Context: an optimization exercise on an open-source flow, tuned for small area, a short achievable clock period and few clock cycles per item. The choices shown serve that exercise and are no tape-out recipe.
In this exercise RTL edits were held to simulation tests only and were not proved equivalent to the original.
Power is estimated from default activity; no workload was simulated.

## flow/design.v (module list and top-level ports; edited modules follow where they fit)
// module mul_core: 1490 lines
// module mul_fu: 96 lines
// module add_or_hold: 682 lines
// module fa_c: 4 lines
// module ha_c: 4 lines
// module oai22: 3 lines
// module xor2: 3 lines
// module xnor2: 3 lines
// module inv1: 3 lines
// module nand2c: 3 lines
// module nor2c: 3 lines
// module aoi21: 3 lines
// module oai21: 3 lines
// module gen_g: 3 lines
// module mux2c: 3 lines
// module mux2i: 3 lines
module mul_fu (
    input  logic        clk,
    input  logic        rst_n,
    input  logic        in_valid,
    input  logic [3:0]  in_ctrl,
    input  logic [31:0] in_a,
    input  logic [31:0] in_b,
    input  logic [6:0]  in_tag,
    output logic        in_ready,
    output logic        out_req,
    output logic [6:0]  out_tag,
    output logic [31:0] out_data,
    input  logic        out_grant
);
  // ...
==> flow/flow/run.sh <==
#!/bin/bash
# Standard ORFS layout (the standard.sh), with the port buffers made plain
# buffers (buf_2) instead of the delay buffer buffer_ports picks by default.
set -euo pipefail
bash standard.sh synth > synth.log 2>&1
bash standard.sh BUFFER_PORTS_ARGS="-buffer_cell sky130_fd_sc_hd__buf_2" finish > layout.log 2>&1
==> flow/standard.sh <==
#!/bin/bash
# synth_recipe.tcl (not shown) runs the flow's synth.tcl, then flattens the netlist and writes it again
# the make line also repeats each setting of config.mk as NAME=value (left out here)
make -C /OpenROAD-flow-scripts/flow DESIGN_CONFIG=/design/flow/config.mk WORK_HOME=/design/flow/orfs CLKGATE_MAP_FILE= SYNTH_SCRIPT=/design/flow/synth_recipe.tcl "${@:-finish}"
==> flow/config.mk <==
export PLATFORM = sky130hd
export DESIGN_NAME = mul_fu
export DESIGN_NICKNAME = mul_fu
export VERILOG_FILES = /design/flow/design.v
export SDC_FILE = /design/flow/constraint.sdc
export NUM_CORES = 4
export LEC_CHECK = 0
export ABC_CLOCK_PERIOD_IN_PS = 2500
export CAP_MARGIN = 30
export CORE_MARGIN = 2
export CORE_UTILIZATION = 40
export CTS_BUF_LIST = sky130_fd_sc_hd__clkbuf_4 sky130_fd_sc_hd__clkbuf_8
export SLEW_MARGIN = 50
export SYNTH_HIERARCHICAL = 1
export SYNTH_MINIMUM_KEEP_SIZE = 0
==> flow/constraint.sdc <==
create_clock -name core_clock -period 10.0 [get_ports {clk}]
set_input_delay 2.0000 -clock core_clock [delete_from_list [all_inputs] [get_ports {clk}]]
set_output_delay 2.0000 -clock core_clock [all_outputs]
set_load 0.01 [all_outputs]
==> out/qor.csv, run 1 <==
metric;value;unit
status;complete, no violations;
total negative setup slack;0;ns
Seq. pwr;2.15;mW
period utilisation layout;35.41;%
CP startpoint kind;register;
Hold WS;0.4132;ns
Seq pwr share;27.1;%
Post-Syn Nets;2083;
vias per cell;5.557;
Horiz. Die Dim;237.8;um
Hold Startpoint;s1_tag[1];
Final Setup Violations;0;
most flop-heavy register;s2_mid;
clock network contribution to total cell area;4.390;%
met1 Use GR;28.04;%
P_comb;4.66;mW
power share of the clock group;14.2;%
area occupied by multi-input gates;11880;um^2
most used cell, CP;fa_1;
mux share of post-synthesis cell area;1.946;%
final net count;2114;
Clk Tree Root Cell;clkbuf_8;
seq_cells;300;
Clock transition at path regs;0.06;ns
met2 wire len;26140;um
Area Growth Syn to Fin;6.752;%
Largest Pwr Group;combinational logic;
Clock Power;1.13;mW
synthesized area per cell;12.42;um^2
Design Power;7.941;mW
via count;14040;
clock tree buffer count of the final layout;70;
Metal-1 WL;25210;um
GRT Max-Usage Layer;met2;
PD cells;340.2;nW/um^2
xor/xnor cell area share of the yosys netlist;14.02;%
Testbench counts, summed over its fixed seeds: cycles 2,374, items 2,048.
==> run 2, diff against run 1 <==
--- a/flow/config.mk
+++ b/flow/config.mk
@@ -8,8 +8,9 @@
 export ABC_CLOCK_PERIOD_IN_PS = 2500
 export CAP_MARGIN = 30
 export CORE_MARGIN = 2
-export CORE_UTILIZATION = 40
+export CORE_UTILIZATION = 70
 export CTS_BUF_LIST = sky130_fd_sc_hd__clkbuf_4 sky130_fd_sc_hd__clkbuf_8
+export PLACE_DENSITY = 0.75
 export SLEW_MARGIN = 50
 export SYNTH_HIERARCHICAL = 1
 export SYNTH_MINIMUM_KEEP_SIZE = 0
==> out/qor.csv, run 2 <==
metric;value;unit;change
Core Box Area;30670;um^2;
Post-Syn Nets;2083;;unchanged
Final min period;3.577;ns;
vias per cell;6.486;;+17%
share of layout cells above drive strength 1;18.28;%;
Final Setup Violations;0;;unchanged
biggest area consumer among synthesized cells;edfxtp_1;;
total negative setup slack;0;ns;unchanged
CP required;10.30;ns;
max FFs per register;119;;
Starting Density;71.29;%;
crit-path max cell delay;0.58;ns;
Crit Path Category;reg -> reg;;
largest net degree at the start of global routing;86;;
initial antenna violation count;1;;
Hold WS;0.4229;ns;+0.009688 ns
routed len/inst;24.01;um;
CP Launch Point;s1_onen[0];;
internal reg-to-reg setup slack;6.42;ns;
final WL;53250;um;
period utilisation layout;35.77;%;+0.37 points
H-tree depth;2;;
Yosys top cell area share;34.61;%;
Crit. End Element;register;;
Area Growth Syn to Fin;4.836;%;
most flop-heavy register;s2_mid;;
Max-slew headroom;50.32;%;
Post-synth top cells;xor2_1, o22ai_1, edfxtp_1, fa_1, buf_4;;
worst r2r path cells;7;;
RePlAce Congestion;0.9399;;
FF+latch count, synth;300;;
hold depth;0;;
HPWL Detailed;36700;um;
final net count;2108;;-0.28%
TritonCTS Sinks;300;;
most frequent cell after synthesis;xor2_1;;
first-pass GRT wire length;83260;um;
final core area utilization;74.74;%;
ys flop type;edfxtp_1;;
post-CTS resize count;0;;
DR iter-0 viols;1587;;
num rows;64;;
DRT Pass-1 Iters;6;;
arrival time of the worst setup path;3.88;ns;
Horiz. Die Dim;180.7;um;-24%
reg2reg start;s1_onen[0];;
Clk Tree Root Cell;clkbuf_8;;
critical path's top delay family;adder cells;;
die area;32670;um^2;
Final Max Tran Viols;0;;
PD cells;340.9;nW/um^2;+0.21%
Die H;180.7;um;
worst reg2reg path endpoint;s2_mid[98];;
cell breakdown of the critical path;buf_4, o22ai_1, xor2_1, fa_1, fa_1, fa_1, fa_1;;
maximum VDD drop;0.2702;mV;
Layout fillers;2110;;
post-route setup slack;6.423;ns;
f_max;0.2795;GHz;
Critical Path Slowest Stage Cell;fa_1;;
Inserted Clock Buffers;49;;
Leak;9.005;nW;
status;complete, no violations;;
Clock Tree Buf Depth;3;;
most used cell, CP;fa_1;;
Post-CTS Setup Repair Bufs;0;;
Post-Synthesis Cells;1761;;
Critical Path Fanout Max;32;;
Worst Setup EP;s2_mid[98];;
GRT Total Usage;33.03;%;
Cell Area, Synth;21860;um^2;
Design Power;7.815;mW;-1.6%
via count;14390;;+2.5%
Crit path depth;7;;
I/O pin count;120;;
RSZ-0062 raised after global routing;false;;
number of port buffers;119;;
synth top area cells;edfxtp_1, fa_1, xor2_1, o22ai_1, buf_4;;
total gr overflow;0;;
WP buf/inv;1;;
Post-synth EDFFs;252;;
pre-CTS WS;6.439;ns;
worst hold path class;reg -> reg;;
Seq/Total Area, Yosys;39.00;%;
post-synth cell types;34;;
drt drc;0;;
synthesized area per cell;12.42;um^2;unchanged
Reg area;8532;um^2;
number of global-route vias before repair;15200;;
commonest non-fill, non-tap cell in the layout;xor2_1;;
fraction of registers with async set/reset;0;%;
clock latency on the worst-skew pair;0.59;ns;
Clock Skews;0.02253;ns;
# diodes;0;;
final count of hold timing violations;0;;
ANT nets after route;0;;
commonest cells after routing, fill and taps aside;xor2_1, o22ai_1, edfxtp_1, fa_1, buf_2;;
cts hold-fix bufs;0;;
CTS tree;yes;;
Clock transition at path regs;0.06;ns;about the same
worst-margin pin slew;0.7452;ns;
CP startpoint kind;register;;
area occupied by multi-input gates;11870;um^2;about the same
MaxCap Viol Count;0;;
yosys warns;7;;
[run 2: cell counts after synthesis]
No cell type changed its count.
[run 2: per-stage QoR]
stage | instance area, um^2 | std cells
after floorplan | 21860 | 1761
after global routing | 22920 | 2218
after CTS | 22870 | 2213
after detailed placement | 21860 | 2126
after global placement | 21780 | 2119
final | 22920 | 2218
[run 2: power by group]
group | internal, mW | leakage, nW | total (mW) | switching [mW]
sequential | 1.98 | 2.98 | 2.14 | 0.166
clock | 0.614 | 0.534 | 1.09 | 0.480
combinational | 1.66 | 5.49 | 4.58 | 2.92
[run 2: layer usage]
metal | track usage (%) | part of all wire, % | vias to the layer above
met5 | 0 | 0 | -
met4 | 14.97 | 4.4 | 0
met3 | 6.531 | 9.1 | 201
met2 | 52.71 | 47 | 865
met1 | 44.31 | 39 | 7069
li1 | - | - | 6250
[run 2: area by class of cell]
class	instances	share of cell area [%]
repair buffers	163	4.165
multi-input cells	1257	51.78
inverters	15	0.2456
flip-flops and latches	300	37.22
well taps	396	2.162
clock buffers	73	4.028
clock inverters	14	0.3985
[run 2: logic make-up after synthesis]
kind of cell	synth area share, %
compound gates	11.99
mux	1.946
xor+xnor	14.02
flops	39.00
buf+inv	6.838
fa+ha+maj	21.12
simple gates	5.064
other cells	0.01715
[run 2: per-module statistics from Yosys (local to each module, per instance), excerpt]
module  flip-flops and latches  area [um^2]  cells inside  copies in the design
nand2c                       0        3.754             1                    52
ha_c                         0        12.51             1                    30
mux2i                        0        10.01             1                    31
mul_fu                     300         9408           439                     1
inv1                         0        3.754             1                     8
nor2c                        0        3.754             1                    42
gen_g                        0        8.758             1                    31
xor2                         0        8.758             1                   324
fa_c                         0        20.02             1                   210
oai21                        0        5.005             1                    52
[run 2: worst register-to-register path, cell delays in order, from the launching register on]
cell and delay, ns:
edfxtp_1 0.32, buf_4 0.44, o22ai_1 0.19, xor2_1 0.27, fa_1 0.52, fa_1 0.58, fa_1 0.47, fa_1 0.51
[run 2: how the worst min path moves through the flow]
stage                     startpoint   endpoint  slack [ns]
final                      s1_tag[5]  s2_tag[5]        0.42
after global routing       s1_tag[1]  s2_tag[1]        0.44
after CTS                  s1_tag[4]  s2_tag[4]        0.42
after detailed placement   s1_tag[4]  s2_tag[4]        0.40
after global placement     s1_tag[2]  s2_tag[2]        0.40
after floorplan            s1_tag[0]  s2_tag[0]        0.40
==> run 3, diff against run 2 <==
==> flow/config.mk (replaced) <==
export PLATFORM = sky130hd
export DESIGN_NAME = mul_fu
export DESIGN_NICKNAME = mul_fu
export VERILOG_FILES = /design/flow/design.v
export SDC_FILE = /design/flow/constraint.sdc
export NUM_CORES = 4
export LEC_CHECK = 0
export ABC_CLOCK_PERIOD_IN_PS = 2500
export CAP_MARGIN = 20
export CORE_MARGIN = 2
export CORE_UTILIZATION = 60
export CTS_BUF_LIST = sky130_fd_sc_hd__clkbuf_4 sky130_fd_sc_hd__clkbuf_8
export SLEW_MARGIN = 20
export SYNTH_HIERARCHICAL = 1
export SYNTH_MINIMUM_KEEP_SIZE = 0
==> out/qor.csv, run 3 <==
metric;value;unit;change
Crit Path Category;reg -> reg;;
clock latency on the worst-skew pair;0.62;ns;+0.03 ns
Yosys top cell area share;34.61;%;unchanged
CP required;10.35;ns;+0.05 ns
Seq pwr share;27.7;%;+0.3 points
initial antenna violation count;0;;-1
DRT Pass-1 Iters;6;;unchanged
drt drc;0;;unchanged
yosys warns;7;;unchanged
total negative setup slack;0;ns;unchanged
Post-synth EDFFs;252;;unchanged
GRT Total Usage;29.14;%;-3.9 points
final WL;54570;um;+2.5%
Final Setup Violations;0;;unchanged
synthesized area per cell;12.42;um^2;unchanged
P_sw;3.572;mW;+0.29%
final net count;2098;;-0.47%
largest net degree at the start of global routing;81;;-5.8%
Core Box Area;35740;um^2;+17%
Inserted Clock Buffers;48;;-2.0%
Cell Area, Synth;21860;um^2;unchanged
RSZ-0062 raised after global routing;false;;
f_max;0.2753;GHz;-1.5%
Post-Syn Nets;2083;;unchanged
Horiz. Die Dim;194.9;um;+7.8%
via count;14100;;-2.0%
Leak;8.929;nW;-0.84%
Post-Synthesis Cells;1761;;unchanged
vias per cell;6.203;;-4.4%
DR iter-0 viols;1434;;-9.6%
TritonCTS Sinks;300;;unchanged
commonest cells after routing, fill and taps aside;xor2_1, o22ai_1, edfxtp_1, fa_1, buf_2;;
first-pass GRT wire length;84350;um;+1.3%
Pint;4.205;mW;-1.1%
power share of the clock group;13.5;%;-0.5 points
total gr overflow;0;;unchanged
post-synth cell types;34;;unchanged
Post-synth top cells;xor2_1, o22ai_1, edfxtp_1, fa_1, buf_4;;
Crit. End Element;register;;
fraction of registers with async set/reset;0;%;unchanged
synth top area cells;edfxtp_1, fa_1, xor2_1, o22ai_1, buf_4;;
biggest area consumer among synthesized cells;edfxtp_1;;
worst-margin pin slew;1.081;ns;+0.3359 ns
Seq/Total Area, Yosys;39.00;%;unchanged
status;complete, no violations;;
worst r2r path cells;6;;-1
ANT nets after route;0;;unchanged
CP startpoint kind;register;;
Clock Tree Buf Depth;3;;unchanged
most flop-heavy register;s2_mid;;
cts hold-fix bufs;0;;unchanged
Final min period;3.632;ns;+0.05484 ns
H-tree depth;2;;unchanged
share of layout cells above drive strength 1;18.16;%;-0.12 points
num rows;69;;+7.8%
final count of hold timing violations;0;;unchanged
worst hold path class;reg -> reg;;
period utilisation layout;36.32;%;+0.55 points
Clock transition at path regs;0.06;ns;about the same
post-CTS resize count;0;;unchanged
max FFs per register;119;;unchanged
Post-CTS Setup Repair Bufs;0;;unchanged
Final Max Tran Viols;0;;unchanged
commonest non-fill, non-tap cell in the layout;xor2_1;;
PD cells;340.3;nW/um^2;-0.17%
Clock Skews;0.03228;ns;+0.009745 ns
Die H;194.9;um;+7.8%
Max-slew headroom;27.93;%;-22 points
I/O pin count;120;;unchanged
Area Growth Syn to Fin;4.515;%;
MaxCap Viol Count;0;;unchanged
ys flop type;edfxtp_1;;
die area;37980;um^2;+16%
HPWL Detailed;37580;um;+2.4%
routed len/inst;24.01;um;about the same
number of port buffers;119;;unchanged
Clk Tree Root Cell;clkbuf_8;;
hold depth;0;;unchanged
arrival time of the worst setup path;3.98;ns;+0.10 ns
Starting Density;61.17;%;-10 points
FF+latch count, synth;300;;unchanged
maximum VDD drop;0.2305;mV;-15%
Design Power;7.777;mW;-0.48%
# diodes;0;;unchanged
Critical Path Fanout Max;21;;-34%
number of global-route vias before repair;14640;;-3.7%
Net Sw Frac;45.93;%;+0.35 points
RePlAce Congestion;0.9440;;+0.44%
most frequent cell after synthesis;xor2_1;;
CTS tree;yes;;
Comb pwr share;58.8;%;+0.2 points
## run 3: cell counts after synthesis
No cell type changed its count.
## run 3: area by class of cell
type / instances / area [um^2]
Clock buffer: 76 / 908.4
Clock inverter: 10 / 56.30
Fill cell: 2822 / 12890
Inverter: 15 / 56.30
Multi-Input combinational cell: 1257 / 11860
Sequential cell: 300 / 8532
Tap cell: 461 / 576.8
Timing Repair Buffer: 154 / 858.3
## run 3: power groups by stage
stage	Sequential (mW)	Clock, mW	Combinational [mW]
2_1_floorplan	2.20	0	3.83
3_3_place_gp	2.17	0	4.45
3_5_place_dp	2.18	0	4.54
4_1_cts	2.16	1.08	4.55
5_1_grt	2.19	1.14	5.02
6_report	2.15	1.05	4.57
## run 3: cells by family (layout without fill, tap and decap cells)
logic type               count (synthesis)  after routing  share of synthesized area, %
adder cells (fa/ha/maj)                243            243                         21.12
AND/OR/NAND/NOR                        218            218                         5.064
other                                    1              1                       0.01715
flip-flops                             300            300                         39.00
AO/OA/AOI/OAI                          404            404                         11.99
multiplexers                            41             41                         1.946
XOR/XNOR                               350            350                         14.02
buffers and inverters                  204            255                         6.838
## run 3: critical path, cell delays in order (launching register included)
cell,delay [ns]
edfxtp_1,0.94
o22ai_1,0.17
xor2_1,0.21
fa_1,0.50
fa_1,0.62
fa_1,0.46
fa_1,0.47
## run 3: layer usage
metal  vias to the layer above  part of all wire (%)  track usage [%]
met5                         -                     0                0
met4                         0                   2.9            11.00
met2                       685                    47            46.36
met1                      7078                    43            40.13
met3                       117                   7.4            5.466
li1                       6220                     -                -
## run 3: modules after synthesis (local to each module, per instance), a selection
module,flip-flops and latches,area (um^2),cells
mux2c,0,15.01,1
fa_c,0,20.02,1
oai22,0,6.256,1
gen_g,0,8.758,1
mul_core,0,1471,202
mux2i,0,10.01,1
oai21,0,5.005,1
nor2c,0,3.754,1
aoi21,0,8.758,1
ha_c,0,12.51,1
nand2c,0,3.754,1
inv1,0,3.754,1
mul_fu,300,9408,439
## run 3: final timing paths
| check | endpoint | start | slack (ns) |
|---|---|---|---|
| setup reg to reg | s2_mid[114] | s1_twon[5] | 6.37 |
| setup / recovery | s2_mid[114] | s1_twon[5] | 6.37 |
| hold reg to reg | s2_tag[6] | s1_tag[6] | 0.42 |
| hold / removal | s2_tag[6] | s1_tag[6] | 0.42 |
## run 3: through the flow
step | utilization [%] | worst slack [ns] | std cells | hold slack [ns] | instance area, um^2
2_1_floorplan | - | 4.742 | 1761 | 0.4003 | 21860
3_3_place_gp | 61.24 | 6.421 | 2187 | 0.4022 | 21890
3_5_place_dp | 61.24 | 6.376 | 2187 | 0.4115 | 21890
4_1_cts | 63.94 | 6.402 | 2273 | 0.4226 | 22850
5_1_grt | 63.94 | 6.271 | 2273 | 0.4320 | 22850
6_report | 63.94 | 6.368 | 2273 | 0.4190 | 22850
==> run 4, diff against run 3 <==
--- a/flow/config.mk
+++ b/flow/config.mk
@@ -6,10 +6,12 @@
 export NUM_CORES = 4
 export LEC_CHECK = 0
 export ABC_CLOCK_PERIOD_IN_PS = 2500
-export CAP_MARGIN = 20
+export CAP_MARGIN = 30
 export CORE_MARGIN = 2
 export CORE_UTILIZATION = 60
 export CTS_BUF_LIST = sky130_fd_sc_hd__clkbuf_4 sky130_fd_sc_hd__clkbuf_8
-export SLEW_MARGIN = 20
+export CTS_CLUSTER_DIAMETER = 50
+export CTS_CLUSTER_SIZE = 16
+export SLEW_MARGIN = 50
 export SYNTH_HIERARCHICAL = 1
 export SYNTH_MINIMUM_KEEP_SIZE = 0
==> out/qor.csv, run 4 <==
metric;value;unit;change
status;complete, no violations;;
FF+latch count, synth;300;;unchanged
Final Setup Violations;0;;unchanged
HPWL Detailed;37830;um;+0.66%
most flop-heavy register;s2_mid;;
Die H;194.9;um;unchanged
worst-margin pin slew;0.7283;ns;-0.3528 ns
biggest area consumer among synthesized cells;edfxtp_1;;
ys flop type;edfxtp_1;;
die area;37980;um^2;unchanged
fraction of registers with async set/reset;0;%;unchanged
Clock Tree Buf Depth;3;;unchanged
Clk Tree Root Cell;clkbuf_8;;
yosys warns;7;;unchanged
Post-synth EDFFs;252;;unchanged
CP required;10.33;ns;-0.02 ns
hold depth;0;;unchanged
grt met3 use;4.234;%;-1.2 points
DRT Pass-1 Iters;6;;unchanged
TritonCTS Sinks;300;;unchanged
Final min period;3.528;ns;-0.1046 ns
total gr overflow;0;;unchanged
number of port buffers;119;;unchanged
Synth Area in Adders;21.12;%;unchanged
Hold WS;0.4309;ns;+0.01190 ns
period utilisation layout;35.28;%;-1.0 points
final net count;2098;;unchanged
P_sw;3.588;mW;+0.45%
I/O pin count;120;;unchanged
Crit Path Category;reg -> reg;;
f_max;0.2835;GHz;+3.0%
WP buf/inv;1;;+1
RePlAce Congestion;0.9440;;unchanged
Crit path depth;7;;+1
Horiz. Die Dim;194.9;um;unchanged
share of layout cells above drive strength 1;17.65;%;-0.51 points
max FFs per register;119;;unchanged
initial antenna violation count;0;;unchanged
Clock Skews;0.02964;ns;-0.002635 ns
met1 Use GR;40.63;%;+0.49 points
synthesized area per cell;12.42;um^2;unchanged
post-synth cell types;34;;unchanged
GRT Max-Usage Layer;met2;;
first-pass GRT wire length;83900;um;-0.53%
DR iter-0 viols;1512;;+5.4%
Post-synth top cells;xor2_1, o22ai_1, edfxtp_1, fa_1, buf_4;;
crit-path max cell delay;0.62;ns;-0.32 ns
Post-CTS Setup Repair Bufs;0;;unchanged
num rows;69;;unchanged
Starting Density;61.17;%;unchanged
Net Sw Frac;46.76;%;+0.84 points
routed len/inst;23.96;um;-0.19%
dpl cells;2197;;+0.46%
Yosys top cell area share;34.61;%;unchanged
power share of the clock group;12.5;%;-1.0 points
cts hold-fix bufs;0;;unchanged
commonest cells after routing, fill and taps aside;xor2_1, o22ai_1, edfxtp_1, fa_1, buf_2;;
Layout fillers;2772;;-1.8%
largest family of logic cells by synthesized area;adder cells;;
drt drc;0;;unchanged
# diodes;0;;unchanged
Area Growth Syn to Fin;4.263;%;
met2 Use GR;45.77;%;-0.60 points
Post-Syn Nets;2083;;unchanged
Crit. End Element;register;;
H-tree depth;2;;unchanged
Leak;8.891;nW;-0.43%
Critical Path Fanout Max;13;;-38%
maximum VDD drop;0.2304;mV;about the same
PD cells;336.6;nW/um^2;-1.1%
Cell Area, Synth;21860;um^2;unchanged
total negative setup slack;0;ns;unchanged
CTS tree;yes;;
cell breakdown of the critical path;buf_4, o22ai_1, xor2_1, fa_1, fa_1, fa_1, fa_1;;
Seq pwr share;27.9;%;+0.2 points
synth top area cells;edfxtp_1, fa_1, xor2_1, o22ai_1, buf_4;;
post-route setup slack;6.473;ns;+0.1046 ns
Design Power;7.673;mW;-1.3%
xor/xnor cell area share of the yosys netlist;14.02;%;unchanged
Critical Path Slowest Stage Cell;fa_1;;
worst r2r path cells;7;;+1
Reg area;8532;um^2;unchanged
final core area utilization;63.78;%;-0.15 points
placed inst area;21980;um^2;+0.42%
arrival time of the worst setup path;3.86;ns;-0.12 ns
final count of hold timing violations;0;;unchanged
largest net degree at the start of global routing;81;;unchanged
GRT Total Usage;29.06;%;-0.078 points
pre-CTS WS;6.409;ns;+0.03295 ns
worst hold path class;reg -> reg;;
Core Box Area;35740;um^2;unchanged
ANT nets after route;0;;unchanged
Comb pwr share;59.6;%;+0.8 points
clock latency on the worst-skew pair;0.61;ns;about the same
number of global-route vias before repair;14610;;-0.24%
CP startpoint kind;register;;
area occupied by multi-input gates;11870;um^2;about the same
fin area;22800;um^2;-0.24%
RSZ-0062 raised after global routing;false;;
Max-slew headroom;51.45;%;+24 points
Post-Layout Cell Count;2263;;-0.44%
Inserted Clock Buffers;35;;-27%
most frequent cell after synthesis;xor2_1;;
final WL;54220;um;-0.63%
MaxCap Viol Count;0;;unchanged
mux share of post-synthesis cell area;1.946;%;unchanged
Clock transition at path regs;0.10;ns;+0.04 ns
via count;14170;;+0.50%
Pint;4.085;mW;-2.9%
post-CTS resize count;0;;unchanged
Post-Synthesis Cells;1761;;unchanged
vias per cell;6.262;;+0.95%
critical path's top delay family;adder cells;;
post-synthesis compound-gate area fraction;11.99;%;unchanged
Synth Area in Simple Gates;5.064;%;unchanged
Seq/Total Area, Yosys;39.00;%;unchanged
Final Max Tran Viols;0;;unchanged
most used cell, CP;fa_1;;
commonest non-fill, non-tap cell in the layout;xor2_1;;
-- run 4: cell types whose count changed in the layout (fill, tap and decap cells not counted), sizes merged --
cell	change
clkinv	+2
clkinvlp	-1
buf	+11
clkbuf	-35
inv	+10
bufinv	+3
-- run 4: power groups by stage --
| stage | Combinational, mW | Sequential [mW] | Clock (mW) |
|---|---|---|---|
| 6_report | 4.57 | 2.14 | 0.963 |
| 3_3_place_gp | 4.45 | 2.17 | 0 |
| 3_5_place_dp | 4.55 | 2.17 | 0 |
| 2_1_floorplan | 3.83 | 2.20 | 0 |
| 5_1_grt | 5.05 | 2.17 | 1.04 |
| 4_1_cts | 4.57 | 2.14 | 0.990 |
-- run 4: per-module statistics from Yosys, one instance, submodules excluded, a selection --
| module | cells | times used |
|---|---|---|
| fa_c | 1 | 210 |
| nor2c | 1 | 42 |
| gen_g | 1 | 31 |
| ha_c | 1 | 30 |
| oai21 | 1 | 52 |
| mux2c | 1 | 1 |
| oai22 | 1 | 256 |
| mux2i | 1 | 31 |
| mul_core | 202 | 1 |
-- run 4: path summary, 6_finish.rpt --
| check | startpoint | end | slack, ns |
|---|---|---|---|
| hold reg to reg | s1_tag[6] | s2_tag[6] | 0.43 |
| setup / recovery | s1_twon[5] | s2_mid[114] | 6.47 |
| hold / removal | s1_tag[6] | s2_tag[6] | 0.43 |
| setup reg to reg | s1_twon[5] | s2_mid[114] | 6.47 |
-- run 4: metal layers --
metal | vias to the layer above | part of all wire, %
met2 | 733 | 47
met4 | 0 | 3.6
met5 | - | 0
met3 | 139 | 7.5
li1 | 6233 | -
met1 | 7066 | 42
-- run 4: final cells by class --
type / count / area share, %
Multi-Input combinational cell: 1257 / 52.06
Sequential cell: 300 / 37.43
Timing Repair Buffer: 167 / 4.254
Tap cell: 461 / 2.530
Clock buffer: 39 / 2.300
Clock inverter: 24 / 1.180
Inverter: 15 / 0.2470
-- run 4: kinds of logic after synthesis --
logic type | after synthesis
AO/OA/AOI/OAI | 404
XOR/XNOR | 350
adder cells (fa/ha/maj) | 243
buffers and inverters | 204
flip-flops | 300
multiplexers | 41
other | 1
AND/OR/NAND/NOR | 218
==> run 5, diff against run 4 <==
--- a/flow/config.mk
+++ b/flow/config.mk
@@ -10,8 +10,6 @@
 export CORE_MARGIN = 2
 export CORE_UTILIZATION = 60
 export CTS_BUF_LIST = sky130_fd_sc_hd__clkbuf_4 sky130_fd_sc_hd__clkbuf_8
-export CTS_CLUSTER_DIAMETER = 50
-export CTS_CLUSTER_SIZE = 16
 export SLEW_MARGIN = 50
 export SYNTH_HIERARCHICAL = 1
 export SYNTH_MINIMUM_KEEP_SIZE = 0
==> out/qor.csv, run 5 <==
metric;value;unit;change
PD cells;338.3;nW/um^2;+0.50%
Die H;194.9;um;unchanged
fin area;22990;um^2;+0.86%
Post-Synthesis Cells;1761;;unchanged
Yosys top cell area share;34.61;%;unchanged
post-route setup slack;6.502;ns;+0.02970 ns
most frequent cell after synthesis;xor2_1;;
RSZ-0062 raised after global routing;false;;
Post-Syn Nets;2083;;unchanged
area occupied by multi-input gates;11870;um^2;unchanged
DRT Pass-1 Iters;6;;unchanged
H-tree depth;2;;unchanged
Crit. End Element;register;;
maximum VDD drop;0.2421;mV;+5.1%
I/O pin count;120;;unchanged
CTS tree;yes;;
Seq/Total Area, Yosys;39.00;%;unchanged
GRT Total Usage;29.06;%;about the same
Horiz. Die Dim;194.9;um;unchanged
Layout fillers;2773;;+0.036%
Max-slew headroom;50.98;%;-0.47 points
Post-CTS Setup Repair Bufs;0;;unchanged
routed len/inst;23.75;um;-0.88%
fraction of registers with async set/reset;0;%;unchanged
post-synth cell types;34;;unchanged
via count;14190;;+0.11%
Post-synth top cells;xor2_1, o22ai_1, edfxtp_1, fa_1, buf_4;;
max FFs per register;119;;unchanged
f_max;0.2859;GHz;+0.85%
pre-CTS WS;6.409;ns;unchanged
total negative setup slack;0;ns;unchanged
most flop-heavy register;s2_mid;;
Critical Path Slowest Stage Cell;fa_1;;
Inserted Clock Buffers;50;;+43%
Core Box Area;35740;um^2;unchanged
initial antenna violation count;0;;unchanged
die area;37980;um^2;unchanged
synth top area cells;edfxtp_1, fa_1, xor2_1, o22ai_1, buf_4;;
biggest area consumer among synthesized cells;edfxtp_1;;
Critical Path Fanout Max;13;;unchanged
Post-synth EDFFs;252;;unchanged
placed inst area;21980;um^2;unchanged
number of port buffers;119;;unchanged
MaxCap Viol Count;0;;unchanged
share of layout cells above drive strength 1;18.49;%;+0.84 points
Crit Path Category;reg -> reg;;
final count of hold timing violations;0;;unchanged
status;complete, no violations;;
arrival time of the worst setup path;3.86;ns;about the same
Clock Tree Buf Depth;3;;unchanged
Cell Area, Synth;21860;um^2;unchanged
CP startpoint kind;register;;
CP required;10.37;ns;+0.04 ns
commonest cells after routing, fill and taps aside;xor2_1, o22ai_1, edfxtp_1, fa_1, buf_2;;
Final min period;3.498;ns;-0.02970 ns
final net count;2113;;+0.71%
post-CTS resize count;0;;unchanged
num rows;69;;unchanged
first-pass GRT wire length;83950;um;about the same
critical path's top delay family;adder cells;;
FF+latch count, synth;300;;unchanged
DR iter-0 viols;1398;;-7.5%
period utilisation layout;34.98;%;-0.30 points
Crit path depth;7;;unchanged
Clk Tree Root Cell;clkbuf_8;;
drt drc;0;;unchanged
final WL;54360;um;+0.25%
synthesized area per cell;12.42;um^2;unchanged
Starting Density;61.17;%;unchanged
Final Setup Violations;0;;unchanged
worst r2r path cells;7;;unchanged
worst-margin pin slew;0.7353;ns;+0.006997 ns
HPWL Detailed;37830;um;unchanged
RePlAce Congestion;0.9440;;unchanged
crit-path max cell delay;0.62;ns;about the same
Area Growth Syn to Fin;5.156;%;
hold depth;0;;unchanged
worst hold path class;reg -> reg;;
commonest non-fill, non-tap cell in the layout;xor2_1;;
Clock Skews;0.04052;ns;+0.01088 ns
ANT nets after route;0;;unchanged
largest net degree at the start of global routing;81;;unchanged
# diodes;0;;unchanged
Reg area;8532;um^2;unchanged
Final Max Tran Viols;0;;unchanged
TritonCTS Sinks;300;;unchanged
ys flop type;edfxtp_1;;
vias per cell;6.198;;-1.0%
cts hold-fix bufs;0;;unchanged
yosys warns;7;;unchanged
Clock transition at path regs;0.06;ns;-0.04 ns
number of global-route vias before repair;14720;;+0.77%
clock latency on the worst-skew pair;0.63;ns;+0.02 ns
total gr overflow;0;;unchanged
cell breakdown of the critical path;buf_4, o22ai_1, xor2_1, fa_1, fa_1, fa_1, fa_1;;
WP buf/inv;1;;unchanged
most used cell, CP;fa_1;;
Leak;9.012;nW;+1.4%
run 5: metrics by stage:
stage	cells	power [mW]	hold slack, ns	utilization [%]
2_1_floorplan	1761	6.028	0.4003	-
3_3_place_gp	2187	6.620	0.4022	61.24
3_5_place_dp	2197	6.722	0.4104	61.49
4_1_cts	2286	7.816	0.4184	64.26
5_1_grt	2289	8.384	0.4211	64.33
6_report	2289	7.777	0.4179	64.33
run 5: logic make-up (layout without fill, tap and decap cells):
family	after synthesis	after routing	share of synthesized area (%)
compound gates	404	404	11.99
xor+xnor	350	350	14.02
flops	300	300	39.00
fa+ha+maj	243	243	21.12
simple gates	218	218	5.064
buf+inv	204	271	6.838
mux	41	41	1.946
other cells	1	1	0.01715
run 5: worst reg2reg max path: stages (launching register included):
cell,delay [ns]
edfxtp_1,0.61
buf_4,0.29
o22ai_1,0.11
xor2_1,0.19
fa_1,0.50
fa_1,0.62
fa_1,0.46
fa_1,0.47
run 5: worst paths after layout:
| path | start | endpoint | slack (ns) |
|---|---|---|---|
| setup / recovery | s1_twon[5] | s2_mid[114] | 6.50 |
| hold / removal | s1_tag[1] | s2_tag[1] | 0.42 |
| setup reg to reg | s1_twon[5] | s2_mid[114] | 6.50 |
| hold reg to reg | s1_tag[1] | s2_tag[1] | 0.42 |
run 5: metal layers:
metal | track usage [%] | vias up | wire [um]
li1 | - | 6262 | -
met1 | 40.20 | 7040 | 22690
met2 | 46.06 | 759 | 25370
met3 | 4.859 | 126 | 4519
met4 | 11.93 | 0 | 1783
met5 | 0 | - | 0
run 5: area by class of cell:
cell class / count / share of cell area [%]
clock inverter: 13 / 0.2667
sequential: 300 / 37.11
tap: 461 / 2.509
clock buffer: 76 / 4.032
timing repair buffer: 167 / 4.217
inverter: 15 / 0.2449
multi-input combinational: 1257 / 51.62
run 5: modules after synthesis (local to each module, per instance), a selection:
module	area (um^2)	cells inside
oai21	5.005	1
aoi21	8.758	1
nand2c	3.754	1
mux2i	10.01	1
oai22	6.256	1
fa_c	20.02	1
nor2c	3.754	1
inv1	3.754	1
ha_c	12.51	1
mul_fu	9408	439
xnor2	8.758	1
mux2c	15.01	1
xor2	8.758	1
run 5: power by group:
group / total (mW) / internal, mW / switching [mW]
clock network: 1.07 / 0.589 / 0.482
registers: 2.14 / 1.98 / 0.164
logic: 4.57 / 1.65 / 2.91
total: 7.78 / 4.22 / 3.56
==> run 6, diff against run 5 <==
--- a/flow/config.mk
+++ b/flow/config.mk
@@ -9,7 +9,9 @@
 export CAP_MARGIN = 30
 export CORE_MARGIN = 2
 export CORE_UTILIZATION = 60
-export CTS_BUF_LIST = sky130_fd_sc_hd__clkbuf_4 sky130_fd_sc_hd__clkbuf_8
+export CTS_BUF_LIST = sky130_fd_sc_hd__clkbuf_8 sky130_fd_sc_hd__clkbuf_16
+export CTS_CLUSTER_DIAMETER = 60
+export CTS_CLUSTER_SIZE = 20
 export SLEW_MARGIN = 50
 export SYNTH_HIERARCHICAL = 1
 export SYNTH_MINIMUM_KEEP_SIZE = 0
==> out/qor.csv, run 6 <==
metric;value;unit;change
period utilisation layout;35.36;%;+0.38 points
clock latency on the worst-skew pair;0.56;ns;-0.07 ns
critical path's top delay family;adder cells;;
share of layout cells above drive strength 1;16.97;%;-1.5 points
first-pass GRT wire length;83760;um;-0.23%
Post-Synthesis Cells;1761;;unchanged
CTS tree;yes;;
ANT nets after route;0;;unchanged
H-tree depth;1;;-1
worst hold path class;reg -> reg;;
Post-CTS Setup Repair Bufs;0;;unchanged
biggest area consumer among synthesized cells;edfxtp_1;;
Layout fillers;2756;;-0.61%
via count;14080;;-0.76%
Area Growth Syn to Fin;4.544;%;
final WL;54080;um;-0.51%
total negative setup slack;0;ns;unchanged
DRT Pass-1 Iters;5;;-1
WP buf/inv;1;;unchanged
die area;37980;um^2;unchanged
Cell Area, Synth;21860;um^2;unchanged
pre-CTS WS;6.409;ns;unchanged
total gr overflow;0;;unchanged
PD cells;338.1;nW/um^2;about the same
Final Setup Violations;0;;unchanged
final net count;2088;;-1.2%
Critical Path Fanout Max;13;;unchanged
vias per cell;6.268;;+1.1%
post-synth cell types;34;;unchanged
num rows;69;;unchanged
f_max;0.2828;GHz;-1.1%
RSZ-0062 raised after global routing;false;;
# diodes;0;;unchanged
number of global-route vias before repair;14500;;-1.5%
cts hold-fix bufs;0;;unchanged
post-route setup slack;6.464;ns;-0.03824 ns
FF+latch count, synth;300;;unchanged
Hold WS;0.4236;ns;+0.005729 ns
maximum VDD drop;0.2393;mV;-1.2%
RePlAce Congestion;0.9440;;unchanged
yosys warns;7;;unchanged
Final Max Tran Viols;0;;unchanged
commonest non-fill, non-tap cell in the layout;xor2_1;;
status;complete, no violations;;
Clock Skews;0.01360;ns;-0.02691 ns
number of port buffers;119;;unchanged
post-CTS resize count;0;;unchanged
Post-Syn Nets;2083;;unchanged
CP startpoint kind;register;;
MaxCap Viol Count;0;;unchanged
max FFs per register;119;;unchanged
worst-margin pin slew;0.7253;ns;-0.009996 ns
most frequent cell after synthesis;xor2_1;;
Crit Path Category;reg -> reg;;
commonest cells after routing, fill and taps aside;xor2_1, o22ai_1, edfxtp_1, fa_1, buf_2;;
Clock Tree Buf Depth;3;;unchanged
HPWL Detailed;37830;um;unchanged
arrival time of the worst setup path;3.84;ns;-0.02 ns
fraction of registers with async set/reset;0;%;unchanged
Core Box Area;35740;um^2;unchanged
Starting Density;61.17;%;unchanged
Clock transition at path regs;0.08;ns;+0.02 ns
GRT Total Usage;28.80;%;-0.26 points
DR iter-0 viols;1458;;+4.3%
Critical Path Slowest Stage Cell;edfxtp_1;;
CP required;10.30;ns;-0.07 ns
crit-path max cell delay;0.62;ns;about the same
Clk Tree Root Cell;clkbuf_16;;
Horiz. Die Dim;194.9;um;unchanged
Yosys top cell area share;34.61;%;unchanged
largest net degree at the start of global routing;81;;unchanged
cell breakdown of the critical path;buf_4, o22ai_1, xor2_1, fa_1, fa_1, fa_1, fa_1;;
final count of hold timing violations;0;;unchanged
TritonCTS Sinks;300;;unchanged
Final min period;3.536;ns;+0.03824 ns
dpl cells;2197;;unchanged
Crit. End Element;register;;
Post-synth top cells;xor2_1, o22ai_1, edfxtp_1, fa_1, buf_4;;
Seq/Total Area, Yosys;39.00;%;unchanged
Leak;8.904;nW;-1.2%
Design Power;7.729;mW;-0.62%
drt drc;0;;unchanged
initial antenna violation count;0;;unchanged
I/O pin count;120;;unchanged
Max-slew headroom;51.65;%;+0.67 points
Inserted Clock Buffers;25;;-50%
Die H;194.9;um;unchanged
routed len/inst;24.08;um;+1.4%
Post-synth EDFFs;252;;unchanged
Post-Layout Cell Count;2246;;-1.9%
most flop-heavy register;s2_mid;;
most used cell, CP;fa_1;;
internal reg-to-reg setup slack;6.46;ns;-0.04 ns
synthesized area per cell;12.42;um^2;unchanged
synth top area cells;edfxtp_1, fa_1, xor2_1, o22ai_1, buf_4;;
ys flop type;edfxtp_1;;
==> run 6: cell types whose count changed in the layout (fill, tap and decap cells not counted) <==
cell	previous run	this run
inv_12	0	1
clkinv_8	0	4
clkbuf_8	58	2
clkinvlp_4	0	1
clkinv_4	0	3
clkbuf_4	20	1
inv_6	2	7
clkinv_1	9	0
clkbuf_16	0	26
inv_1	15	16
==> run 6: final timing paths <==
kind               from           to  cells past startpoint
max          s1_twon[5]  s2_mid[114]                      7
max reg2reg  s1_twon[5]  s2_mid[114]                      7
min           s1_tag[6]    s2_tag[6]                      0
min reg2reg   s1_tag[6]    s2_tag[6]                      0
==> run 6: per-module statistics from Yosys, one instance, submodules excluded, excerpt <==
module    cells  times used  flops+latches
mul_fu      439           1            300
mul_core    202           1              0
fa_c          1         210              0
mux2i         1          31              0
xor2          1         324              0
oai21         1          52              0
nor2c         1          42              0
nand2c        1          52              0
inv1          1           8              0
==> run 6: cell type report <==
class | instances | area (um^2) | share of cell area, %
clock inverters | 19 | 190.2 | 0.8320
repair buffers | 167 | 969.7 | 4.242
well taps | 461 | 576.8 | 2.523
flip-flops and latches | 300 | 8532 | 37.33
multi-input cells | 1257 | 11870 | 51.92
inverters | 15 | 56.30 | 0.2463
clock buffers | 27 | 664.4 | 2.907
==> run 6: per-stage QoR <==
stage,cell area (um^2),utilization (%)
CTS,22830,63.88
detailed placement,21980,61.49
global route,22860,63.95
global placement,21890,61.24
finish,22860,63.95
floorplan,21860,-
==> run 6: logic make-up after synthesis <==
group,count (synthesis),share of synthesized area (%)
and+or+nand+nor,218,5.064
DFF,300,39.00
other,1,0.01715
buffers and inverters,204,6.838
AOI/OAI and AO/OA,404,11.99
xor gates and xnor gates,350,14.02
adders and majority gates,243,21.12
muxes,41,1.946
==> run 6: worst register-to-register path: cells and delay by family (launching register included) <==
kind,cells,cell delay [ns]
buffers and inverters,1,0.30
XOR/XNOR,1,0.19
adder cells (fa/ha/maj),4,2.05
AO/OA/AOI/OAI,1,0.11
flip-flops,1,0.62
==> run 6: routing by layer <==
metal	global-route usage (%)	up-vias	part of all wire [%]
met2	46.49	735	47
li1	-	6200	-
met3	3.817	119	7.6
met5	0	-	0
met4	9.302	0	3.3
met1	40.79	7025	42
==> run 6: where the power goes <==
part,internal [mW],total (mW),switching [mW]
logic,1.65,4.58,2.93
registers,1.97,2.14,0.165
clock network,0.507,1.01,0.504
==> run 7, diff against run 6 <==
--- a/flow/config.mk
+++ b/flow/config.mk
@@ -10,8 +10,8 @@
 export CORE_MARGIN = 2
 export CORE_UTILIZATION = 60
 export CTS_BUF_LIST = sky130_fd_sc_hd__clkbuf_8 sky130_fd_sc_hd__clkbuf_16
-export CTS_CLUSTER_DIAMETER = 60
-export CTS_CLUSTER_SIZE = 20
+export CTS_CLUSTER_DIAMETER = 80
+export CTS_CLUSTER_SIZE = 30
 export SLEW_MARGIN = 50
 export SYNTH_HIERARCHICAL = 1
 export SYNTH_MINIMUM_KEEP_SIZE = 0
==> out/qor.csv, run 7 <==
metric;value;unit;change
status;complete, no violations;;
arrival time of the worst setup path;3.80;ns;-0.04 ns
number of port buffers;119;;unchanged
worst-margin pin slew;0.7240;ns;-0.001257 ns
GRT Max-Usage Layer;met2;;
die area;37980;um^2;unchanged
HPWL Detailed;37830;um;unchanged
first-pass GRT wire length;83120;um;-0.76%
Cell Area, Synth;21860;um^2;unchanged
Crit. End Element;register;;
GRT Total Usage;28.49;%;-0.31 points
initial antenna violation count;0;;unchanged
Starting Density;61.17;%;unchanged
RePlAce Congestion;0.9440;;unchanged
Leak;8.761;nW;-1.6%
Clock Tree Buf Depth;3;;unchanged
grt met3 use;3.557;%;-0.26 points
met1 Use GR;40.53;%;-0.26 points
PD cells;331.2;nW/um^2;-2.0%
Area Growth Syn to Fin;3.222;%;
CP required;10.25;ns;-0.05 ns
ANT nets after route;0;;unchanged
biggest area consumer among synthesized cells;edfxtp_1;;
total gr overflow;0;;unchanged
Yosys top cell area share;34.61;%;unchanged
CTS tree;yes;;
post-synth cell types;34;;unchanged
DRT Pass-1 Iters;5;;unchanged
number of global-route vias before repair;14400;;-0.72%
yosys warns;7;;unchanged
fraction of registers with async set/reset;0;%;unchanged
xor/xnor cell area share of the yosys netlist;14.02;%;unchanged
Post-CTS Setup Repair Bufs;0;;unchanged
Horiz. Die Dim;194.9;um;unchanged
Seq/Total Area, Yosys;39.00;%;unchanged
most frequent cell after synthesis;xor2_1;;
most flop-heavy register;s2_mid;;
largest net degree at the start of global routing;81;;unchanged
Clk Tree Root Cell;clkbuf_16;;
FF+latch count, synth;300;;unchanged
max FFs per register;119;;unchanged
num rows;69;;unchanged
dpl cells;2197;;unchanged
Final Max Tran Viols;0;;unchanged
Layout fillers;2784;;+1.0%
f_max;0.2823;GHz;-0.18%
commonest non-fill, non-tap cell in the layout;xor2_1;;
Critical Path Fanout Max;33;;+20
Synth Area in Adders;21.12;%;unchanged
worst hold path class;reg -> reg;;
largest family of logic cells by synthesized area;adder cells;;
TritonCTS Sinks;300;;unchanged
Die H;194.9;um;unchanged
fin area;22570;um^2;-1.3%
share of layout cells above drive strength 1;16.02;%;-0.96 points
via count;14040;;-0.26%
Post-synth EDFFs;252;;unchanged
ys flop type;edfxtp_1;;
RSZ-0062 raised after global routing;false;;
Final Setup Violations;0;;unchanged
DR iter-0 viols;1430;;-1.9%
total negative setup slack;0;ns;unchanged
Core Box Area;35740;um^2;unchanged
MaxCap Viol Count;0;;unchanged
vias per cell;6.303;;+0.54%
clock latency on the worst-skew pair;0.54;ns;-0.02 ns
mux share of post-synthesis cell area;1.946;%;unchanged
period utilisation layout;35.42;%;+0.062 points
Synth Area in Simple Gates;5.064;%;unchanged
cts hold-fix bufs;0;;unchanged
CP startpoint kind;register;;
drt drc;0;;unchanged
Clock transition at path regs;0.11;ns;+0.03 ns
Inserted Clock Buffers;16;;-36%
routed len/inst;24.10;um;+0.10%
Post-synth top cells;xor2_1, o22ai_1, edfxtp_1, fa_1, buf_4;;
commonest cells after routing, fill and taps aside;xor2_1, o22ai_1, edfxtp_1, fa_1, buf_2;;
Post-Synthesis Cells;1761;;unchanged
synthesized area per cell;12.42;um^2;unchanged
Clock Skews;0.03419;ns;+0.02059 ns
synth top area cells;edfxtp_1, fa_1, xor2_1, o22ai_1, buf_4;;
Post-Syn Nets;2083;;unchanged
final net count;2079;;-0.43%
placed inst area;21980;um^2;unchanged
H-tree depth;1;;unchanged
Crit Path Category;reg -> reg;;
Design Power;7.475;mW;-3.3%
post-CTS resize count;0;;unchanged
post-synthesis compound-gate area fraction;11.99;%;unchanged
final WL;53700;um;-0.70%
I/O pin count;120;;unchanged
Post-Layout Cell Count;2228;;-0.80%
final count of hold timing violations;0;;unchanged
Max-slew headroom;51.73;%;+0.084 points
met2 Use GR;45.86;%;-0.63 points
maximum VDD drop;0.2352;mV;-1.7%
Final min period;3.542;ns;+0.006230 ns
# diodes;0;;unchanged
==> run 7: cell counts after synthesis <==
No cell type changed its count.
==> run 7: kinds of logic (layout without fill, tap and decap cells) <==
group	Yosys count	in the layout
and+or+nand+nor	218	218
buffers and inverters	204	210
xor gates and xnor gates	350	350
other	1	1
adders and majority gates	243	243
muxes	41	41
DFF	300	300
AOI/OAI and AO/OA	404	404
==> run 7: area by class of cell <==
type / instances / area [um^2] / area share (%)
clock buffers: 17 / 425.4 / 1.885
multi-input cells: 1257 / 11870 / 52.59
well taps: 461 / 576.8 / 2.556
clock inverters: 11 / 140.1 / 0.6209
inverters: 15 / 56.30 / 0.2495
flip-flops and latches: 300 / 8532 / 37.80
repair buffers: 167 / 969.7 / 4.296
==> run 7: path summary, 6_finish.rpt <==
| path | startpoint | to | slack (ns) | cells after the start |
|---|---|---|---|---|
| hold / removal | s1_tag[6] | s2_tag[6] | 0.43 | 0 |
| setup reg to reg | s1_neg[0] | s2_mid[102] | 6.46 | 6 |
| setup / recovery | s1_neg[0] | s2_mid[102] | 6.46 | 6 |
| hold reg to reg | s1_tag[6] | s2_tag[6] | 0.43 | 0 |
==> run 7: routing by layer <==
metal	wire length (um)	part of all wire [%]
met5	0	0
met3	4168	7.8
met2	25140	47
met4	1800	3.4
met1	22600	42
==> run 7: per-stage QoR <==
stage	utilization (%)	hold WS (ns)	worst slack (ns)
final	63.14	0.4313	6.458
after global routing	63.14	0.4397	6.339
after CTS	63.08	0.4352	6.383
after detailed placement	61.49	0.4104	6.409
after global placement	61.24	0.4022	6.421
after floorplan	-	0.4003	4.742
==> run 7: critical path, stage by stage, from the launching register on <==
cell and delay, ns:
edfxtp_1 0.34, buf_4 0.56, xor2_1 0.32, fa_1 0.51, fa_1 0.52, fa_1 0.55, fa_1 0.44
==> run 7: power breakdown <==
part / switching, mW / internal, mW
combinational: 2.90 / 1.65
clock: 0.431 / 0.357
sequential: 0.164 / 1.97
==> run 7: Yosys stat by module, one instance, submodules excluded, a selection <==
module / cell area (um^2) / cells
aoi21: 8.758 / 1
fa_c: 20.02 / 1
gen_g: 8.758 / 1
ha_c: 12.51 / 1
inv1: 3.754 / 1
mul_fu: 9408 / 439
mux2c: 15.01 / 1
mux2i: 10.01 / 1
nand2c: 3.754 / 1
nor2c: 3.754 / 1
oai21: 5.005 / 1
oai22: 6.256 / 1
xnor2: 8.758 / 1
==> run 8, diff against run 7 <==
--- a/flow/config.mk
+++ b/flow/config.mk
@@ -9,9 +9,9 @@
 export CAP_MARGIN = 30
 export CORE_MARGIN = 2
 export CORE_UTILIZATION = 60
-export CTS_BUF_LIST = sky130_fd_sc_hd__clkbuf_8 sky130_fd_sc_hd__clkbuf_16
-export CTS_CLUSTER_DIAMETER = 80
-export CTS_CLUSTER_SIZE = 30
+export CTS_BUF_LIST = sky130_fd_sc_hd__clkbuf_16
+export CTS_CLUSTER_DIAMETER = 60
+export CTS_CLUSTER_SIZE = 24
 export SLEW_MARGIN = 50
 export SYNTH_HIERARCHICAL = 1
 export SYNTH_MINIMUM_KEEP_SIZE = 0
==> out/qor.csv, run 8 <==
metric;value;unit;change
Horiz. Die Dim;194.9;um;unchanged
Post-synth EDFFs;252;;unchanged
largest net degree at the start of global routing;81;;unchanged
ys flop type;edfxtp_1;;
initial antenna violation count;0;;unchanged
die area;37980;um^2;unchanged
Clk Tree Root Cell;clkbuf_16;;
DRT Pass-1 Iters;7;;+2
synthesized area per cell;12.42;um^2;unchanged
most flop-heavy register;s2_mid;;
Crit. End Element;register;;
Design Power;7.749;mW;+3.7%
number of port buffers;119;;unchanged
Final min period;3.515;ns;-0.02776 ns
Starting Density;61.17;%;unchanged
TritonCTS Sinks;300;;unchanged
Post-synth top cells;xor2_1, o22ai_1, edfxtp_1, fa_1, buf_4;;
Critical Path Fanout Max;33;;unchanged
Final Setup Violations;0;;unchanged
maximum VDD drop;0.2387;mV;+1.5%
synth top area cells;edfxtp_1, fa_1, xor2_1, o22ai_1, buf_4;;
RePlAce Congestion;0.9440;;unchanged
final core area utilization;64.02;%;+0.88 points
f_max;0.2845;GHz;+0.79%
via count;14060;;+0.13%
Max-slew headroom;50.21;%;-1.5 points
status;complete, no violations;;
final WL;54100;um;+0.75%
Clock transition at path regs;0.08;ns;-0.03 ns
post-synthesis compound-gate area fraction;11.99;%;unchanged
vias per cell;6.260;;-0.67%
CP startpoint kind;register;;
most frequent cell after synthesis;xor2_1;;
Inserted Clock Buffers;25;;+9
drt drc;0;;unchanged
H-tree depth;1;;unchanged
Synth Area in Adders;21.12;%;unchanged
Synth Area in Simple Gates;5.064;%;unchanged
Cell Area, Synth;21860;um^2;unchanged
total gr overflow;0;;unchanged
area occupied by multi-input gates;11870;um^2;unchanged
Crit Path Category;reg -> reg;;
post-synth cell types;34;;unchanged
CTS tree;yes;;
worst-margin pin slew;0.7469;ns;+0.02284 ns
Hold WS;0.4196;ns;-0.01170 ns
Clock Skews;0.02026;ns;-0.01393 ns
Post-CTS Setup Repair Bufs;0;;unchanged
fin area;22880;um^2;+1.4%
Core Box Area;35740;um^2;unchanged
num rows;69;;unchanged
mux share of post-synthesis cell area;1.946;%;unchanged
Seq/Total Area, Yosys;39.00;%;unchanged
Yosys top cell area share;34.61;%;unchanged
xor/xnor cell area share of the yosys netlist;14.02;%;unchanged
largest family of logic cells by synthesized area;adder cells;;
yosys warns;7;;unchanged
DR iter-0 viols;1407;;-1.6%
RSZ-0062 raised after global routing;false;;
ANT nets after route;0;;unchanged
GRT Total Usage;28.72;%;+0.23 points
Post-Syn Nets;2083;;unchanged
# diodes;0;;unchanged
FF+latch count, synth;300;;unchanged
total negative setup slack;0;ns;unchanged
post-CTS resize count;0;;unchanged
HPWL Detailed;37830;um;unchanged
Clock Tree Buf Depth;3;;unchanged
worst hold path class;reg -> reg;;
routed len/inst;24.09;um;about the same
final count of hold timing violations;0;;unchanged
Reg area;8532;um^2;unchanged
Post-Synthesis Cells;1761;;unchanged
commonest non-fill, non-tap cell in the layout;xor2_1;;
fraction of registers with async set/reset;0;%;unchanged
Final Max Tran Viols;0;;unchanged
PD cells;338.6;nW/um^2;+2.2%
number of global-route vias before repair;14490;;+0.62%
MaxCap Viol Count;0;;unchanged
period utilisation layout;35.15;%;-0.28 points
final net count;2088;;+0.43%
Leak;8.909;nW;+1.7%
cts hold-fix bufs;0;;unchanged
Layout fillers;2759;;-0.90%
share of layout cells above drive strength 1;16.92;%;+0.90 points
placed inst area;21980;um^2;unchanged
I/O pin count;120;;unchanged
first-pass GRT wire length;83560;um;+0.52%
clock latency on the worst-skew pair;0.56;ns;+0.02 ns
arrival time of the worst setup path;3.81;ns;about the same
Area Growth Syn to Fin;4.652;%;
Die H;194.9;um;unchanged
max FFs per register;119;;unchanged
biggest area consumer among synthesized cells;edfxtp_1;;
CP required;10.30;ns;+0.05 ns
commonest cells after routing, fill and taps aside;xor2_1, o22ai_1, edfxtp_1, fa_1, buf_2;;
## run 8: cell counts after synthesis
No cell type changed its count.
## run 8: cell families after synthesis
kind of cell / count (synthesis)
AOI/OAI and AO/OA: 404
xor gates and xnor gates: 350
DFF: 300
adders and majority gates: 243
and+or+nand+nor: 218
buffers and inverters: 204
muxes: 41
other: 1
## run 8: worst max-delay path: stages, from the launching register on
cell and delay [ns]:
edfxtp_1 0.33, buf_4 0.57, xor2_1 0.32, fa_1 0.51, fa_1 0.51, fa_1 0.55, fa_1 0.44
## run 8: path summary, 6_finish.rpt
path	startpoint	endpoint	slack, ns	cells after the start
worst max-delay path	s1_neg[0]	s2_mid[102]	6.49	6
worst min-delay path	s1_tag[3]	s2_tag[3]	0.42	0
worst min register to register	s1_tag[3]	s2_tag[3]	0.42	0
worst max register to register	s1_neg[0]	s2_mid[102]	6.49	6
## run 8: stage by stage
step                      setup slack (ns)  cells
after floorplan                      4.742   1761
after global placement               6.421   2187
after detailed placement             6.409   2197
after CTS                            6.395   2243
after global routing                 6.380   2246
final                                6.485   2246
## run 8: area by class of cell
type,instances,share of cell area (%)
inverters,15,0.2461
repair buffers,167,4.238
flip-flops and latches,300,37.29
multi-input cells,1257,51.87
well taps,461,2.521
clock inverters,21,1.105
clock buffers,25,2.734
## run 8: power by group
part / switching (mW) / internal (mW)
clock: 0.515 / 0.520
combinational: 2.92 / 1.66
sequential: 0.165 / 1.97
## run 8: per-module statistics from Yosys, one instance, submodules excluded, a selection
module    flip-flops and latches  cells inside  times used  area, um^2
mul_core                       0           202           1        1471
xor2                           0             1         324       8.758
oai21                          0             1          52       5.005
nor2c                          0             1          42       3.754
mul_fu                       300           439           1        9408
oai22                          0             1         256       6.256
aoi21                          0             1          72       8.758
## run 8: routing by layer
metal	GRT usage (%)	wire length (um)	vias up
met2	46.22	25310	689
met4	9.556	1843	0
met1	40.69	23070	7042
met5	0	0	-
met3	3.817	3882	125
li1	-	-	6204

separate check: timing with driven ports:
In the flow no input, the clock included, has a driving cell. The finished layouts below were timed again as built, in two steps.
Step 1 (the two cells are an assumption about what drives the block):
set clk [get_ports {clk}]
set_driving_cell -lib_cell sky130_fd_sc_hd__clkbuf_16 $clk
set_driving_cell -lib_cell sky130_fd_sc_hd__buf_2 [delete_from_list [all_inputs] $clk]
Step 2, shift: input delay + t, output delay - t, t = (earliest + latest rising clock arrival at the registers) / 2. This alone moves slack from input paths to output paths.
a / b / c = ideal ports / drivers / drivers and shift; a / b = the first two.
run | shift t [ns] | setup WS [ns] | worst setup path at the end | worst slew at a driven data input, ns
run 1 | 0.679 | 6.459 / 6.459 / 6.459 | register to register | 0.05
run 2 | 0.625 | 6.423 / 6.423 / 6.423 | register to register | 0.03
run 3 | 0.659 | 6.368 / 6.368 / 6.368 | register to register | 0.04
run 4 | 0.643 | 6.473 / 6.473 / 6.473 | register to register | 0.03
run 5 | 0.665 | 6.502 / 6.502 / 6.502 | register to register | 0.03
run 6 | 0.614 | 6.464 / 6.464 / 6.464 | register to register | 0.04
run 7 | 0.581 | 6.458 / 6.458 / 6.458 | register to register | 0.04
run 8 | 0.611 | 6.485 / 6.485 / 6.485 | register to register | 0.03
After both steps every run listed still meets setup and hold.
